This is an optimization exercise on Yosys and OpenROAD, whose aim is small area and a short achievable clock period, not a production implementation. Power figures rest on the tool's default switching activity, not on a simulated workload.

## tundra
## lab1
module lab1(clear, sign, bcd_out, overflow, c, a, b, f, w, clk);
Size in the first run: roughly 12 flip-flops, roughly 64 I/O pins.
==> flow/config.mk <==
export PLATFORM = sky130hd
export DESIGN_NAME = lab1
export DESIGN_NICKNAME = lab1
export VERILOG_FILES = /design/flow/design.v
export SDC_FILE = /design/flow/constraint.sdc
export NUM_CORES = 4
export LEC_CHECK = 0
export ABC_AREA = 1
export CAP_MARGIN = 20
export CORE_MARGIN = 2
export CORE_UTILIZATION = 30
export SLEW_MARGIN = 20
export TNS_END_PERCENT = 0
==> flow/constraint.sdc <==
create_clock -name core_clock -period 15.0 [get_ports {clk}]
set_input_delay 3.0000 -clock core_clock [delete_from_list [all_inputs] [get_ports {clk}]]
set_output_delay 3.0000 -clock core_clock [all_outputs]
set_load 0.01 [all_outputs]
standard.sh (not shown) runs the stock make flow with config.mk's settings and CLKGATE_MAP_FILE= SYNTH_SCRIPT=/design/flow/synth_recipe.tcl, a recipe that flattens the netlist after the stock synthesis.
==> flow/flow/run.sh <==
#!/bin/bash
# The standard layout (the standard.sh, unchanged synthesis), with two changes:
# - the port buffers that ORFS inserts at global placement use sky130_fd_sc_hd__buf_2
#   instead of the default pick (clkdlybuf4s50_1, a slow delay cell);
# - repair_timing aims for 9 ns of setup slack instead of 0, so that it keeps sizing
#   and buffering the paths that set the achieved period.
set -euo pipefail
export BUFFER_PORTS_ARGS="-buffer_cell sky130_fd_sc_hd__buf_2"
export SETUP_SLACK_MARGIN=9
bash standard.sh > standard_flow.log 2>&1
What harbor does differently from tundra at the input level:
Settings: removing TNS_END_PERCENT (formerly 0).
==> flow/flow/run.sh <==
#!/bin/bash
# The standard layout (the standard.sh), with two changes:
# - the port buffers that ORFS inserts at global placement use sky130_fd_sc_hd__buf_2
#   instead of the default pick (clkdlybuf4s50_1, a slow delay cell);
# - no adder map file, so Yosys's extract_fa step is skipped and ABC maps the adder
#   logic with the other gates (extract_fa wraps its full adders in inverters).
#   The registers are the same as the standard synthesis's.
set -euo pipefail
export BUFFER_PORTS_ARGS="-buffer_cell sky130_fd_sc_hd__buf_2"
export ADDER_MAP_FILE=
bash standard.sh > standard_flow.log 2>&1
## What came out
- Summary of harbor over tundra: total power draw fell by 26%; number of fillers in the final layout rose by about 1%; utilization of the core after routing saw a decrease; post-synthesis sequential element count flat.
- The wire length number comes out lower for harbor vs tundra.
- STATUS final area: harbor wins against tundra
- Any difference in first-pass GRT wire length between tundra and harbor is small enough to ignore.
Edits applied to the flow inputs when going from harbor to yarrow:
Settings: putting TNS_END_PERCENT at 0 where nothing was set.
==> flow/flow/run.sh <==
#!/bin/bash
# The standard layout (the standard.sh, unchanged synthesis), with two changes:
# - the port buffers that ORFS inserts at global placement use sky130_fd_sc_hd__buf_2
#   instead of the default pick (clkdlybuf4s50_1, a slow delay cell);
# - repair_timing aims for 8 ns of setup slack instead of 0, so that it keeps sizing
#   and buffering the paths that set the achieved period.
set -euo pipefail
export BUFFER_PORTS_ARGS="-buffer_cell sky130_fd_sc_hd__buf_2"
export SETUP_SLACK_MARGIN=8
bash standard.sh > standard_flow.log 2>&1
--- outcome ---
yarrow vs harbor, time the worst path needs with I/O delays and setup went down by 320 ps. Per the comparison of yarrow with harbor, synthesized instance count saw a decrease, combinational share of power now larger, global-route wire length before repair neither gained nor lost much. Max final wirelength across yarrow and harbor: yarrow. Standard cell with the maximum stage delay on the critical path: sky130_fd_sc_hd__clkinv_1 -> harbor, sky130_fd_sc_hd__ha_1 -> yarrow.
Relative to yarrow, the following input files were edited for ember:
Settings: TNS_END_PERCENT no longer set, was 0.
### Flow results
Both conditions hold for ember: the flow ran to the end and the final layout passed the timing, design-rule and antenna checks.
The first-pass GRT wire length in ember sits 14% above the value recorded for yarrow.
Relative to yarrow, ember improves post-layout worst setup margin.
When ember is measured against yarrow, its first-iteration DRC count turns out 41 higher.
Measured against ember, the total design power of yarrow comes out at 0.73 times the reference value.
In the tables for ember and yarrow, worst hold slack across all endpoints reads lower with ember.
No functional check of the RTL was part of any run of this note.

re-timing with driven ports:
How much do the figures lean on ideal ports? The routed layouts below were timed once more, with nothing changed but the port constraints. Step 1 sets driving cells, clkbuf_16 on the clock port and buf_2 on the other inputs (assumed; they add their load-dependent delay and slew). Step 2 times the ports against the registers' clock, not the clock port: input delays grow and output delays shrink by t, the midpoint of the rising clock arrivals with the driver on. a / b / c = no drivers / after step 1 / after step 2; a / b = the first two.
run	shift t [ns]	slack for setup (ns)	worst setup path after step 2	worst register clock-pin slew, ns	cell pins on the clock port's net
tundra	0.266	7.144 / 7.120 / 6.864	input to register	0.04 / 0.04	1
harbor	0.267	6.828 / 6.781 / 6.781	input to output	0.04 / 0.04	1
yarrow	0.266	7.144 / 7.120 / 6.864	input to register	0.04 / 0.04	1
ember	0.263	7.253 / 7.234 / 6.971	input to register	0.04 / 0.04	1
After both steps every run listed still meets setup and hold. The setup slack of ember, which loses most, moves by -0.019 ns with the drivers and by -0.282 ns with both steps.
